From an optimization exercise on the open Yosys and OpenROAD flow, aimed at small area; shortcuts taken in it are not production practice. Only simulation tests tie the RTL to the original design; equivalence was not proved.

==> flow/design.v, too long to show whole: its modules and the start of the top module <==
// module _latency: 27 lines
// module interpolator_raw: 937 lines
// module mxn: 6 lines
// module fa: 6 lines
// module mj: 6 lines
// module ha: 6 lines
// module han: 7 lines
// module kp: 7 lines
// module or2: 6 lines
// module xor2: 6 lines
// module xnor2: 6 lines
module  interpolator_raw #
(
    parameter D_width = 6
)
(
    input clk,rst,
    input clk_en,
    input din_valid,
    input din_last,
    input [D_width-1:0]dx,dy,
    input [7:0] lu,ru,ld,rd,
    output dout_valid,
    output dout_last,
    output [7:0] p
);
  // ...
==> flow/flow/run.sh <==
#!/bin/bash
# The standard layout (the standard.sh: ORFS synthesis to final layout),
# with two changes:
#  - each port gets a sky130_fd_sc_hd__buf_1 buffer instead of the larger
#    delay cell buffer_ports picks by default;
#  - clock tree synthesis builds its tree from clkbuf_4 and adds no dummy
#    loads.
# All of make's output goes to standard.log in this folder; ORFS writes each
# tool's own log under orfs/logs/.
set -euo pipefail
bash standard.sh \
  "BUFFER_PORTS_ARGS=-buffer_cell sky130_fd_sc_hd__buf_1" \
  "CTS_ARGS=-sink_clustering_enable -repair_clock_nets -dont_use_dummy_load -root_buf sky130_fd_sc_hd__clkbuf_4 -buf_list sky130_fd_sc_hd__clkbuf_4" \
  finish > standard.log 2>&1
==> flow/standard.sh <==
#!/bin/bash
# synth_recipe.tcl (not shown) runs the flow's synth.tcl, then flattens the netlist and writes it again
# the make line also repeats each setting of config.mk as NAME=value (left out here)
make -C /OpenROAD-flow-scripts/flow DESIGN_CONFIG=/design/flow/config.mk WORK_HOME=/design/flow/orfs CLKGATE_MAP_FILE= SYNTH_SCRIPT=/design/flow/synth_recipe.tcl "${@:-finish}"
==> flow/config.mk <==
export PLATFORM = sky130hd
export DESIGN_NAME = interpolator_raw
export DESIGN_NICKNAME = interpolator_raw
export VERILOG_FILES = /design/flow/design.v
export SDC_FILE = /design/flow/constraint.sdc
export NUM_CORES = 4
export LEC_CHECK = 0
export CAP_MARGIN = 20
export CORE_MARGIN = 2
export CORE_UTILIZATION = 65
export GPL_ROUTABILITY_DRIVEN = 0
export GPL_TIMING_DRIVEN = 0
export PLACE_DENSITY = 0.75
export SLEW_MARGIN = 20
export SYNTH_HIERARCHICAL = 1
export SYNTH_MINIMUM_KEEP_SIZE = 0
==> flow/constraint.sdc <==
create_clock -name core_clock -period 5.0 [get_ports {clk}]
set_input_delay 1.0000 -clock core_clock [delete_from_list [all_inputs] [get_ports {clk}]]
set_output_delay 1.0000 -clock core_clock [all_outputs]
set_load 0.01 [all_outputs]
==> metrics.yaml, run 1 <==
outcome: "complete, no violations"
highest_layer: "met4"
drc: 0
ys.flop_type: "edfxtp_1"
layout_common_cells: "o22ai_1, fa_1, edfxtp_1, buf_1, ha_1"
utilization: 0.719
cts_hold_buf: 0
synth_mux_area_frac: 0.00470
seq_area_mm2: 0.00195
wirelength_met1_um: 5430
endpoint: "a_1[11]"
clk_latency_ns: 0.41
ys_seq_elements: 66
synthTopCellsByArea: "fa_1, edfxtp_1, o22ai_1"
root_buffer: "clkbuf_4"
synthArstFlopShare: 0
core_mm2: 0.00964
die_h_um: 103
clkbuf_count: 9
worst_path_max_delay_cell: "clkdlybuf4s15_1"
worst_r2r_path_depth: 13
top_usage_layer: "met2"
dominant_cells: "multi-input gates"
cp_slowest_stage_delay_ns: 0.68
rsz0062_at_grt: "false"
multiInputGateArea_mm2: 0.00437
fin_skew_ns: 0.0407
synth_compound_area_frac: 0.215
cts_sinks: 66
grt_max_degree: 38
synth_top_area_share: 0.338
max_slew_margin: 0.483
synthesis.area_mm2: 0.00639
multi_input_area_share: 0.631
synth_edf_count: 63
met3_length_um: 1340
nNonClkBuffers: 65
critPathArrivalTime_ns: 4.95
==> run 2, diff against run 1 <==
--- a/flow/config.mk
+++ b/flow/config.mk
@@ -9,3 +9,3 @@
 export CORE_MARGIN = 2
-export CORE_UTILIZATION = 65
+export CORE_UTILIZATION = 60
 export GPL_ROUTABILITY_DRIVEN = 0
==> metrics.yaml, run 2 <==
yosysWarnings: 7
required_ns: 5.15
max_freq_mhz: 210
fin_skew_ns: 0.0424  # +0.00166 ns
layout_common_cells: "o22ai_1, fa_1, edfxtp_1, buf_1, ha_1"
grt.overflow.total: 0
yosysUniqueCellTypes: 33
ys_seq_elements: 66  # unchanged
ant_nets: 0
synthesis.area_mm2: 0.00639  # unchanged
die_w_um: 107
cts_sinks: 66  # unchanged
holdPathEnd: "p4[5]"
drt_iter0_drc: 400
slew_violations: 0
clkTransAtPathRegs_ns: 0.11
cts-buffers-inserted: 9
ios: 59
grt_pass1_vias: 5077
worstHoldStart: "p3[5]"
yosysTopAreaCell: "fa_1"
outcome: "complete, no violations"
grt_pass1_wl_um: 23700
finalInstanceArea_mm2: 0.00691
ys_seq_area_frac: 0.305
rsz0062_at_grt: "false"
drive_gt1_frac: 0.0737
critPathArrivalTime_ns: 4.91  # -0.04 ns
synth_xor_area_frac: 0.0425
stdcell_count: 707
tritoncts: "done"
largestRegisters: "a_1: 14 flops, b_1: 14 flops"
synth_nets: 680
ys.flop_type: "edfxtp_1"
syn_area_per_cell_um2: 12.8
antenna_found_initial: 1
seq_area_mm2: 0.00195  # unchanged
place_worst_setup_slack_ns: -0.679
synth_edf_count: 63  # unchanged
final_common_cell: "o22ai_1"
synth_mux_area_frac: 0.00470  # unchanged
period_minus_slack_ns: 4.77
reg2reg_to: "p2[6]"
cts_hold_buf: 0  # unchanged
root_buffer: "clkbuf_4"
end_kind: "register"
synthTopCellsByArea: "fa_1, edfxtp_1, o22ai_1"
max_slew_margin: 0.544  # +0.0606
holdCritPathClass: "reg -> reg"
area_delta_synth_final_pct: 8.18
setup_slack_ns: 0.234
nFillCells: 764
whs_path_depth: 0
synthAdderAreaFrac: 0.385
yosysMostFrequentCell: "o22ai_1"
start_util: 0.619
ys_top_cells_by_count: "o22ai_1, fa_1, edfxtp_1, ha_1, xnor2_1"
crit_type: "in -> reg"
core_mm2: 0.0103  # +7.1%
die_area_mm2: 0.0115
maxCapViolCount: 0
setup_violations: 0
synth_top_family_by_area: "adder cells"
period_share: 0.953
firstDrtPassIters: 7
placed_cell_area_mm2: 0.00680
critPathLaunchType: "input pin"
worst_r2r_path_depth: 13  # unchanged
synthArstFlopShare: 0  # unchanged
wl_um: 14000
wl_per_cell_um: 19.8
crit_path_max_fanout: 17
viasPerCell: 7.00
io_buffers: 58
rows: 37
cts-htree-levels: 3
clk_latency_ns: 0.41  # about the same
hold_viol_final: 0
nets: 753
vias: 4952
drc: 0  # unchanged
fin_tns_setup_ns: 0
synth_top_area_share: 0.338  # unchanged
die_h_um: 107  # +3.9%
cp-startpoint: "dx[2]"
synth_compound_area_frac: 0.215  # unchanged
cts_buffer_depth: 2
synth_cells: 499
r2r_slack_ns: 0.28
multiInputGateArea_mm2: 0.00437  # unchanged
r2r-start: "dy_1[1]"
tightest_slew_ns: 0.685
placedCellCount: 694
hpwl_um: 10600
grtUsageTotal: 0.262
yosys.area_share.simple: 0.0374
grt_max_degree: 37  # -2.6%
run 2: what timing repair did:
item / in CTS / in global routing
resized for setup: 6 / 4
setup endpoints to repair: 10 / 2
buffers inserted: 3 / 0
cloned: 0 / 0
run 2: metrics by stage:
step / utilization / hold WS (ns)
after global routing: 0.670 / 0.425
final: 0.670 / 0.415
after CTS: 0.669 / 0.417
after detailed placement: 0.659 / 0.405
after floorplan: - / 0.400
after global placement: 0.657 / 0.400
run 2: layout make-up:
type / instances / area share
flip-flops and latches: 66 / 0.282
multi-input cells: 416 / 0.633
inverters: 17 / 0.0103
well taps: 136 / 0.0246
clock buffers: 9 / 0.00977
repair buffers: 62 / 0.0398
diodes: 1 / 0.000362
run 2: logic make-up (layout without fill, tap and decap cells):
kind of cell	after synthesis	after routing
adders and majority gates	132	132
DFF	66	66
and+or+nand+nor	38	38
muxes	3	3
other	0	1
buffers and inverters	17	88
AOI/OAI and AO/OA	212	212
xor gates and xnor gates	31	31
run 2: worst max-delay path by stage:
stage,end
6_report,a_1[11]
3_5_place_dp,b_1[11]
5_1_grt,b_1[11]
2_1_floorplan,a_1[11]
3_3_place_gp,a_1[11]
4_1_cts,a_1[11]
run 2: Yosys stat by module (local to each module, per instance):
module | area (um^2) | cells inside | times used | flops+latches
kp | 12.5 | 1 | 24 | 0
xor2 | 8.76 | 1 | 13 | 0
or2 | 6.26 | 1 | 3 | 0
mxn | 6.26 | 1 | 179 | 0
xnor2 | 8.76 | 1 | 18 | 0
interpolator_raw | 2520 | 154 | 1 | 66
fa | 20.0 | 1 | 108 | 0
run 2: worst max-delay path, cell delays in order:
cell      delay, ns
buf_2          0.32
inv_1          0.39
o22ai_1        0.28
fa_1           0.47
fa_1           0.40
fa_1           0.42
fa_1           0.38
ha_1           0.33
nor3_1         0.23
a211oi_2       0.08
o21ai_2        0.18
nand2b_2       0.09
a21o_1         0.19
xnor2_1        0.14
run 2: routing by layer:
layer | GRT usage | wire length [um] | part of all wire | vias to the layer above
li1 | - | - | - | 2154
met1 | 0.347 | 5380 | 0.38 | 2374
met2 | 0.433 | 6850 | 0.49 | 390
met3 | 0.0553 | 1530 | 0.11 | 34
met4 | 0.0872 | 265 | 0.019 | 0
met5 | 0 | 0 | 0 | -

-- re-timing with driven ports --
Ports are ideal in the flow. The routed layouts listed here were re-timed in OpenROAD.
Step 1, drivers: a clkbuf_16 drives clk and a buf_2 each remaining input, both assumed.
Step 2, shift: input delay + t, output delay - t, t = (earliest + latest rising clock arrival at the registers) / 2. This alone moves slack from input paths to output paths.
Slacks: no drivers / after step 1 / after step 2; pairs: no drivers / after step 1.
| run | t (ns) | setup slack, ns | worst setup path after step 2 |
|---|---|---|---|
| run 1 | 0.430 | 0.200 / 0.208 / -0.223 | input to register |
| run 2 | 0.423 | 0.234 / 0.244 / -0.179 | input to register |
Met with ideal ports but missed after step 2: setup timing in run 1 and run 2. For run 1, which loses most, drivers alone change the setup slack by +0.008 ns; drivers and shift together by -0.423 ns.
